Context: an optimization exercise on an open-source flow, tuned for small area. The choices shown serve that exercise and are no tape-out recipe.
RTL that was checked went through simulation tests only; none was proved equivalent to the original.
No activity file was given, so power comes from the tool's default toggle rates.

==> inputs of xenon <==
Design top, start of the top module:
module top(
	clk,
	n_rst,
	bt,
	btstar,
	led
);
input clk;
input n_rst;
input [9:0] bt;
input btstar;
output led;
wire [9:0] bt_w;
wire btstar_w;
wire open_w;
bd_if u_bd_if(
    .clk(clk),
    .n_rst(n_rst),
    .bt_i(bt),
    .btstar_i(btstar),
    .led_i(open_w),
    .bt_o(bt_w),
    .btstar_o(btstar_w),
    .led_o(led)
);
doorlock_hdl u_doorlock(
    .clk(clk),
    .n_rst(n_rst),
    .bt(bt_w),
    .btstar(btstar_w),
    .opened(open_w)
);
endmodule
==> module debounc_1, before the edit <==
module debounc_1 (
	clk,
	n_rst,
	din,
	rise
);
input clk;
input n_rst;
input din;
output reg rise;
localparam [14:0] LOAD = 15'h2908;
reg [14:0] cnt;
reg din_d1;
reg dout_rdy;
wire restart = din ^ din_d1;
wire idle = ~|cnt;
wire [14:0] cnt_step = {cnt[13:0], ~(cnt[14] ^ cnt[7]) & ~idle};
wire take = idle & ~restart;
always @(posedge clk or negedge n_rst)
	if(!n_rst) begin
		din_d1 <= 1'b0;
		cnt <= 15'h0;
		dout_rdy <= 1'b0;
		rise <= 1'b0;
	end
	else begin
		din_d1 <= din;
		cnt <= restart ? LOAD : cnt_step;
		if (take) dout_rdy <= din;
		rise <= take & din & ~dout_rdy;
	end
endmodule
==> module debounc_2, before the edit <==
module debounc_2 (
	clk,
	n_rst,
	din,
	rise
);
input clk;
input n_rst;
input din;
output rise;
localparam [14:0] LOAD = 15'h2908;
reg [14:0] cnt;
reg din_d1;
reg dnext;
reg up;
wire restart = din ^ din_d1;
wire low0 = ~|{cnt[13], cnt[11], cnt[10], cnt[8], cnt[7], cnt[6], cnt[5], cnt[3], cnt[2], cnt[1]};
wire idle = low0 & ~|{cnt[14], cnt[12], cnt[9], cnt[4], cnt[0]};
assign rise = up & low0 & (&{cnt[14], cnt[12], cnt[9], cnt[4], cnt[0]});
wire [14:0] cnt_step = {cnt[13:0], ~(cnt[14] ^ cnt[7]) & ~idle};
wire start = idle & restart;
always @(posedge clk or negedge n_rst)
	if(!n_rst) begin
		din_d1 <= 1'b0;
		cnt <= 15'h0;
		dnext <= 1'b0;
		up <= 1'b0;
	end
	else begin
		din_d1 <= din;
		cnt <= cnt_step | ({15{start}} & LOAD);
		if (start) begin
			dnext <= din;
			up <= din & ~dnext;
		end
	end
endmodule
==> module debounc_3, before the edit <==
module debounc_3 (
	clk,
	n_rst,
	din,
	rise
);
input clk;
input n_rst;
input din;
output reg rise;
localparam [14:0] LOAD = 15'h2908;
reg [14:0] cnt;
reg din_d1;
reg dout_rdy;
wire restart = din ^ din_d1;
wire idle = ~|cnt;
wire [14:0] cnt_step = {cnt[13:0], ~(cnt[14] ^ cnt[7]) & ~idle};
wire take = idle & ~restart;
wire start = idle & restart;
always @(posedge clk or negedge n_rst)
	if(!n_rst) begin
		din_d1 <= 1'b0;
		cnt <= 15'h0;
		dout_rdy <= 1'b0;
		rise <= 1'b0;
	end
	else begin
		din_d1 <= din;
		cnt <= cnt_step | ({15{start}} & LOAD);
		if (take) dout_rdy <= din;
		rise <= take & din & ~dout_rdy;
	end
endmodule
==> module led, before the edit <==
module led(
  clk,
  n_rst,
  din,
  dout
  );
input clk;
input n_rst;
input din;
output dout;
localparam [19:0] LOAD = 20'haccb;
reg [19:0] counter;
wire idle = ~|counter;
wire [19:0] step = {counter[18:0], ~(counter[19] ^ counter[16]) & ~idle};
always @(posedge clk or negedge n_rst)
  if (!n_rst) counter <= 20'h0;
  else counter <= din ? LOAD : step;
assign dout = ~idle;
endmodule
==> module doorlock_hdl, before the edit <==
module doorlock_hdl(
  clk,
  n_rst,
  bt,
  btstar,
  opened
);
input clk;
input n_rst;
input [9:0] bt;
input btstar;
output opened;
parameter S_IDLE = 3'h0;
parameter S_FIRST = 3'h1;
parameter S_SEC = 3'h2;
parameter S_LAST = 3'h3;
parameter S_OPEN = 3'h4;
parameter S_FAKE = 3'h5;
parameter S_IDLE_O = 3'h6;
reg [2:0] c_state, n_state;
wire bt_any = |bt;
always @(posedge clk or negedge n_rst)
  if(!n_rst) c_state <= S_IDLE;
  else c_state <= n_state;
always @(*)
  case (c_state)
    S_IDLE, S_IDLE_O : n_state = bt[1] ? S_FIRST : S_IDLE;
    S_FIRST : n_state = bt[2] ? S_SEC : (btstar | bt_any) ? S_IDLE : S_FIRST;
    S_SEC : n_state = bt[7] ? S_LAST : btstar ? S_IDLE : bt_any ? S_FAKE : S_SEC;
    S_LAST : n_state = btstar ? S_OPEN : bt[7] ? S_LAST : bt_any ? S_FAKE : S_LAST;
    S_OPEN : n_state = S_IDLE_O;
    S_FAKE : n_state = bt[7] ? S_LAST : btstar ? S_IDLE : S_FAKE;
    default : n_state = S_IDLE;
  endcase
assign opened = (c_state == S_IDLE_O);
endmodule
export LEC_CHECK = 0
export CAP_MARGIN = 20
export CORE_MARGIN = 2
export CORE_UTILIZATION = 40
export CTS_BUF_LIST = sky130_fd_sc_hd__clkbuf_8
export CTS_CLUSTER_DIAMETER = 50
export CTS_CLUSTER_SIZE = 16
export SLEW_MARGIN = 20
create_clock -name core_clock -period 10.0 [get_ports {clk}]
run.sh (not shown) runs the stock make flow with config.mk's settings and CLKGATE_MAP_FILE= SYNTH_SCRIPT=/design/flow/synth_recipe.tcl, a recipe that flattens the netlist after the stock synthesis.
==> inputs of ember, as changes to xenon <==
--- a/flow/design.v
+++ b/flow/design.v
@@ -8,25 +8,24 @@
 input n_rst;
 input din;
-output reg rise;
-localparam [14:0] LOAD = 15'h2908;
+output rise;
+localparam [14:0] LOAD = 15'h1484;
 reg [14:0] cnt;
 reg din_d1;
-reg dout_rdy;
+reg dout_d1;
 wire restart = din ^ din_d1;
-wire idle = ~|cnt;
+wire idle = ~|cnt[13:0];
+wire zero = idle & ~cnt[14];
 wire [14:0] cnt_step = {cnt[13:0], ~(cnt[14] ^ cnt[7]) & ~idle};
-wire take = idle & ~restart;
+assign rise = zero & din_d1 & ~dout_d1;
 always @(posedge clk or negedge n_rst)
 	if(!n_rst) begin
 		din_d1 <= 1'b0;
 		cnt <= 15'h0;
-		dout_rdy <= 1'b0;
-		rise <= 1'b0;
+		dout_d1 <= 1'b0;
 	end
 	else begin
 		din_d1 <= din;
 		cnt <= restart ? LOAD : cnt_step;
-		if (take) dout_rdy <= din;
-		rise <= take & din & ~dout_rdy;
+		if (zero) dout_d1 <= din_d1;
 	end
 endmodule
@@ -41,5 +40,6 @@
 input din;
 output rise;
-localparam [14:0] LOAD = 15'h2908;
+localparam [14:0] LOAD = 15'h1484;
+localparam [14:0] LOAD_NEXT = 15'h2908;
 reg [14:0] cnt;
 reg din_d1;
@@ -47,9 +47,8 @@
 reg up;
 wire restart = din ^ din_d1;
-wire low0 = ~|{cnt[13], cnt[11], cnt[10], cnt[8], cnt[7], cnt[6], cnt[5], cnt[3], cnt[2], cnt[1]};
-wire idle = low0 & ~|{cnt[14], cnt[12], cnt[9], cnt[4], cnt[0]};
-assign rise = up & low0 & (&{cnt[14], cnt[12], cnt[9], cnt[4], cnt[0]});
+wire idle = ~|cnt[13:0];    
 wire [14:0] cnt_step = {cnt[13:0], ~(cnt[14] ^ cnt[7]) & ~idle};
 wire start = idle & restart;
+assign rise = up & (cnt == LOAD_NEXT);
 always @(posedge clk or negedge n_rst)
 	if(!n_rst) begin
@@ -77,26 +76,24 @@
 input n_rst;
 input din;
-output reg rise;
-localparam [14:0] LOAD = 15'h2908;
+output rise;
+localparam [14:0] LOAD = 15'h1484;
 reg [14:0] cnt;
 reg din_d1;
-reg dout_rdy;
+reg dout_d1;
 wire restart = din ^ din_d1;
-wire idle = ~|cnt;
+wire idle = ~|cnt[13:0];
+wire zero = idle & ~cnt[14];
 wire [14:0] cnt_step = {cnt[13:0], ~(cnt[14] ^ cnt[7]) & ~idle};
-wire take = idle & ~restart;
-wire start = idle & restart;
+assign rise = zero & din_d1 & ~dout_d1;
 always @(posedge clk or negedge n_rst)
 	if(!n_rst) begin
 		din_d1 <= 1'b0;
 		cnt <= 15'h0;
-		dout_rdy <= 1'b0;
-		rise <= 1'b0;
+		dout_d1 <= 1'b0;
 	end
 	else begin
 		din_d1 <= din;
-		cnt <= cnt_step | ({15{start}} & LOAD);
-		if (take) dout_rdy <= din;
-		rise <= take & din & ~dout_rdy;
+		cnt <= cnt_step | ({15{idle & restart}} & LOAD);
+		if (zero) dout_d1 <= din_d1;
 	end
 endmodule
@@ -131,7 +128,7 @@
 input din;
 output dout;
-localparam [19:0] LOAD = 20'haccb;
+localparam [19:0] LOAD = 20'h5665;
 reg [19:0] counter;
-wire idle = ~|counter;
+wire idle = ~|counter[18:0];    
 wire [19:0] step = {counter[18:0], ~(counter[19] ^ counter[16]) & ~idle};
 always @(posedge clk or negedge n_rst)
@@ -154,9 +151,9 @@
 parameter S_IDLE = 3'h0;
 parameter S_FIRST = 3'h1;
-parameter S_SEC = 3'h2;
-parameter S_LAST = 3'h3;
+parameter S_SEC = 3'h3;
+parameter S_LAST = 3'h6;
 parameter S_OPEN = 3'h4;
-parameter S_FAKE = 3'h5;
-parameter S_IDLE_O = 3'h6;
+parameter S_FAKE = 3'h2;
+parameter S_IDLE_O = 3'h5;
 reg [2:0] c_state, n_state;
 wire bt_any = |bt;
==> flow/flow/run.sh (new file) <==
#!/bin/bash
# The standard layout (standard.sh) with three changes:
# - after the standard synthesis, its combinational logic is re-mapped by
#   flow/reopt.ys (registers untouched), and the layout continues from that;
# - the port buffers are the smallest buffer (BUFFER_PORTS_ARGS);
# - clock tree synthesis inserts no dummy loads and uses small clusters
#   of small buffers (CTS_ARGS).
# Each tool's output goes to a log file in this folder.
set -euo pipefail
export BUFFER_PORTS_ARGS="-buffer_cell sky130_fd_sc_hd__buf_1"
export CTS_ARGS="-sink_clustering_enable -repair_clock_nets -dont_use_dummy_load -buf_list {sky130_fd_sc_hd__clkbuf_4 sky130_fd_sc_hd__clkbuf_8} -sink_clustering_size 10 -sink_clustering_max_diameter 40"
R=$PWD/orfs/results/$FLOW_PLATFORM/top/base
LIB=$FLOW_HOME/platforms/$FLOW_PLATFORM/lib/sky130_fd_sc_hd__tt_025C_1v80.lib
YOSYS=$(command -v yosys || echo $FLOW_HOME/../tools/install/yosys/bin/yosys)
bash standard.sh $R/1_2_yosys.v > synth.log 2>&1
cp $R/1_2_yosys.v standard_1_2_yosys.v
sed -e "s#LIBFILE#$LIB#g; s#IN_NETLIST#$PWD/standard_1_2_yosys.v#; s#OUT_NETLIST#$PWD/reopt_1_2_yosys.v#" flow/reopt.ys > reopt_run.ys
"$YOSYS" -s reopt_run.ys > reopt.log 2>&1
cp reopt_1_2_yosys.v $R/1_2_yosys.v
bash standard.sh > standard.log 2>&1
==> flow/flow/reopt.ys (new file) <==
# Re-map the combinational logic of the standard synthesis netlist with a
# stronger area-oriented ABC script. Flip-flops (and tie cells) are kept as
# black boxes, so every register keeps its name and cell type.
read_liberty -ignore_miss_func LIBFILE
read_verilog IN_NETLIST
hierarchy -top top
setattr -mod -set blackbox 1 sky130_fd_sc_hd__df* sky130_fd_sc_hd__sdf* sky130_fd_sc_hd__edf* sky130_fd_sc_hd__sedf* sky130_fd_sc_hd__dl* sky130_fd_sc_hd__conb_1
flatten -noscopeinfo
opt_clean
abc -liberty LIBFILE -dont_use sky130_fd_sc_hd__probe_p_8 -dont_use sky130_fd_sc_hd__probec_p_8 -dont_use sky130_fd_sc_hd__lpflow_* -script +strash;dc2;dc2;&get,-n;&dch,-f;&nf,-a,-R,1000;&dch,-f;&nf,-a,-R,1000;&put;mfs3,-a
opt_clean -purge
hierarchy -top top
rename -enumerate
hilomap -singleton -hicell sky130_fd_sc_hd__conb_1 HI -locell sky130_fd_sc_hd__conb_1 LO
insbuf -buf sky130_fd_sc_hd__buf_4 A X
opt_clean -purge
tee -o reopt_stat.txt stat -liberty LIBFILE
write_verilog -noattr -noexpr -nohex -nodec OUT_NETLIST
==> flow/standard.sh (new file) <==
#!/bin/bash
# synth_recipe.tcl (not shown) runs the flow's synth.tcl, then flattens the netlist and writes it again
# the make line also repeats each setting of config.mk as NAME=value (left out here)
make -C /OpenROAD-flow-scripts/flow DESIGN_CONFIG=/design/flow/config.mk WORK_HOME=/design/flow/orfs CLKGATE_MAP_FILE= SYNTH_SCRIPT=/design/flow/synth_recipe.tcl "${@:-finish}"
- CORE_UTILIZATION: 40 -> 70
- CTS_BUF_LIST: sky130_fd_sc_hd__clkbuf_8 -> default
- CTS_CLUSTER_DIAMETER: 50 -> default
- CTS_CLUSTER_SIZE: 16 -> default
removed: flow/run.sh
==> inputs of violet, as changes to xenon <==
- CTS_BUF_LIST: sky130_fd_sc_hd__clkbuf_8 -> sky130_fd_sc_hd__clkbuf_16
- CTS_CLUSTER_DIAMETER: 50 -> 60
- CTS_CLUSTER_SIZE: 16 -> 30
==> inputs of raven, as changes to xenon <==
--- a/flow/design.v
+++ b/flow/design.v
@@ -8,25 +8,24 @@
 input n_rst;
 input din;
-output reg rise;
-localparam [14:0] LOAD = 15'h2908;
+output rise;
+localparam [14:0] LOAD = 15'h1484;
 reg [14:0] cnt;
 reg din_d1;
-reg dout_rdy;
+reg dout_d1;
 wire restart = din ^ din_d1;
-wire idle = ~|cnt;
+wire idle = ~|cnt[13:0];
+wire zero = idle & ~cnt[14];
 wire [14:0] cnt_step = {cnt[13:0], ~(cnt[14] ^ cnt[7]) & ~idle};
-wire take = idle & ~restart;
+assign rise = zero & din_d1 & ~dout_d1;
 always @(posedge clk or negedge n_rst)
 	if(!n_rst) begin
 		din_d1 <= 1'b0;
 		cnt <= 15'h0;
-		dout_rdy <= 1'b0;
-		rise <= 1'b0;
+		dout_d1 <= 1'b0;
 	end
 	else begin
 		din_d1 <= din;
 		cnt <= restart ? LOAD : cnt_step;
-		if (take) dout_rdy <= din;
-		rise <= take & din & ~dout_rdy;
+		if (zero) dout_d1 <= din_d1;
 	end
 endmodule
@@ -40,5 +39,5 @@
 input n_rst;
 input din;
-output rise;
+output reg rise;
 localparam [14:0] LOAD = 15'h2908;
 reg [14:0] cnt;
@@ -47,7 +46,5 @@
 reg up;
 wire restart = din ^ din_d1;
-wire low0 = ~|{cnt[13], cnt[11], cnt[10], cnt[8], cnt[7], cnt[6], cnt[5], cnt[3], cnt[2], cnt[1]};
-wire idle = low0 & ~|{cnt[14], cnt[12], cnt[9], cnt[4], cnt[0]};
-assign rise = up & low0 & (&{cnt[14], cnt[12], cnt[9], cnt[4], cnt[0]});
+wire idle = ~|cnt;
 wire [14:0] cnt_step = {cnt[13:0], ~(cnt[14] ^ cnt[7]) & ~idle};
 wire start = idle & restart;
@@ -58,12 +55,12 @@
 		dnext <= 1'b0;
 		up <= 1'b0;
+		rise <= 1'b0;
 	end
 	else begin
 		din_d1 <= din;
 		cnt <= cnt_step | ({15{start}} & LOAD);
-		if (start) begin
-			dnext <= din;
-			up <= din & ~dnext;
-		end
+		if (start) dnext <= din;
+		up <= start & din & ~dnext;
+		rise <= up;
 	end
 endmodule
@@ -77,26 +74,24 @@
 input n_rst;
 input din;
-output reg rise;
-localparam [14:0] LOAD = 15'h2908;
+output rise;
+localparam [14:0] LOAD = 15'h1484;
 reg [14:0] cnt;
 reg din_d1;
-reg dout_rdy;
+reg dout_d1;
 wire restart = din ^ din_d1;
-wire idle = ~|cnt;
+wire idle = ~|cnt[13:0];
+wire zero = idle & ~cnt[14];
 wire [14:0] cnt_step = {cnt[13:0], ~(cnt[14] ^ cnt[7]) & ~idle};
-wire take = idle & ~restart;
-wire start = idle & restart;
+assign rise = zero & din_d1 & ~dout_d1;
 always @(posedge clk or negedge n_rst)
 	if(!n_rst) begin
 		din_d1 <= 1'b0;
 		cnt <= 15'h0;
-		dout_rdy <= 1'b0;
-		rise <= 1'b0;
+		dout_d1 <= 1'b0;
 	end
 	else begin
 		din_d1 <= din;
-		cnt <= cnt_step | ({15{start}} & LOAD);
-		if (take) dout_rdy <= din;
-		rise <= take & din & ~dout_rdy;
+		cnt <= cnt_step | ({15{idle & restart}} & LOAD);
+		if (zero) dout_d1 <= din_d1;
 	end
 endmodule
@@ -154,9 +149,9 @@
 parameter S_IDLE = 3'h0;
 parameter S_FIRST = 3'h1;
-parameter S_SEC = 3'h2;
-parameter S_LAST = 3'h3;
+parameter S_SEC = 3'h3;
+parameter S_LAST = 3'h6;
 parameter S_OPEN = 3'h4;
-parameter S_FAKE = 3'h5;
-parameter S_IDLE_O = 3'h6;
+parameter S_FAKE = 3'h2;
+parameter S_IDLE_O = 3'h5;
 reg [2:0] c_state, n_state;
 wire bt_any = |bt;
==> flow/flow/run.sh (new file) <==
#!/bin/bash
# The standard layout (standard.sh), with two changes made through the ORFS
# variables it reads: the port buffers are the smallest buffer, and clock tree
# synthesis inserts no dummy loads and uses small clusters.
set -euo pipefail
export BUFFER_PORTS_ARGS="-buffer_cell sky130_fd_sc_hd__buf_1"
export CTS_ARGS="-sink_clustering_enable -repair_clock_nets -dont_use_dummy_load -buf_list {sky130_fd_sc_hd__clkbuf_4} -sink_clustering_size 10 -sink_clustering_max_diameter 40"
bash standard.sh > standard.log 2>&1
==> flow/standard.sh (new file) <==
#!/bin/bash
# synth_recipe.tcl (not shown) runs the flow's synth.tcl, then flattens the netlist and writes it again
# the make line also repeats each setting of config.mk as NAME=value (left out here)
make -C /OpenROAD-flow-scripts/flow DESIGN_CONFIG=/design/flow/config.mk WORK_HOME=/design/flow/orfs CLKGATE_MAP_FILE= SYNTH_SCRIPT=/design/flow/synth_recipe.tcl "${@:-finish}"
- CTS_BUF_LIST: sky130_fd_sc_hd__clkbuf_8 -> default
- CTS_CLUSTER_DIAMETER: 50 -> default
- CTS_CLUSTER_SIZE: 16 -> default
removed: flow/run.sh
==> results.txt <==
                                                                           xenon                     raven                     violet                      ember
Number of non-filler instances in the completed layout                         772                       704                        766                        605
Fraction of area in registers                                                66.3%                     70.7%                      65.1%                      71.9%
Core area                                                               17,100 um2                16,300 um2                 17,100 um2                   9110 um2
Slowest stage delay, CP                                                    0.51 ns                   0.39 ns                    0.51 ns                    0.51 ns
Detail Route met2 WL                                                       4850 um                   4690 um                    4870 um                    4330 um
Power dissipated in the clock network                                       488 uW                    356 uW                     633 uW                     375 uW
Number of combinational gates with multiple inputs                             287                       233                        287                        261
Top-count cell post-synth                                 sky130_fd_sc_hd__dfrtp_1  sky130_fd_sc_hd__dfrtp_1   sky130_fd_sc_hd__dfrtp_1                          -
Internal cell power                                                        1410 uW                   1230 uW                    1510 uW                    1250 uW
Fin area                                                                  7700 um2                  7150 um2                   7840 um2                   6890 um2
Run status                                        no timing/DRC/antenna violations  no timing/DRC/antenna violations  no timing/DRC/antenna violations  no timing/DRC/antenna violations
Number of clock sinks                                                          204                       202                        204                        198
Area after detailed placement                                             7320 um2                  6940 um2                   7320 um2                   6660 um2
Worst Hold Endpoint                                      u_bd_if.u_debounc4.cnt[6]   u_bd_if.u_debounc4.rise  u_bd_if.u_debounc4.cnt[7]  u_bd_if.u_debounc9.cnt[9]
Power Dens Cells                                                        253 nW/um2                232 nW/um2                 267 nW/um2                 243 nW/um2
Fraction of synthesized cell area in xor and xnor cells                      2.66%                     2.91%                      2.66%                          -
Worst hold margin                                                         0.370 ns                  0.355 ns                   0.381 ns                   0.357 ns
Setup Skew                                                               0.0147 ns                 0.0454 ns                  0.0177 ns                  0.0287 ns
Area occupied by registers                                                5100 um2                  5050 um2                   5100 um2                   4950 um2
DRT iter0 DRCs                                                                 195                       168                        197                        137
Arr. time, crit path                                                       2.01 ns                   1.75 ns                    2.00 ns                    1.83 ns
Function not checked in xenon and violet: the RTL went through the layout flow alone.

[what the ideal ports hide]
No port has a modelled driver above. Below, the same layouts with a new extraction and two added sets of constraints. Step 1, drivers: a clkbuf_16 drives clk and a buf_2 each remaining input, both assumed. Step 2, shift: input delay + t, output delay - t, t = (earliest + latest rising clock arrival at the registers) / 2. This alone moves slack from input paths to output paths. Slacks: ideal / step 1 / step 2; pairs: ideal / step 1.
| run | shift t [ns] | slack for setup (ns) | clock arrival spread, ns | worst data-port slew with drivers (ns) |
|---|---|---|---|---|
| xenon | 0.537 | 5.988 / 5.952 / 6.461 | 0.018 / 0.018 | 0.04 |
| ember | 0.458 | 6.166 / 6.132 / 6.363 | 0.035 / 0.035 | 0.03 |
| violet | 0.514 | 6.005 / 5.964 / 6.472 | 0.018 / 0.017 | 0.04 |
| raven | 0.611 | 6.246 / 6.213 / 6.710 | 0.052 / 0.052 | 0.04 |
After both steps setup and hold are still met in every run listed. Setup slack includes reset recovery checks.
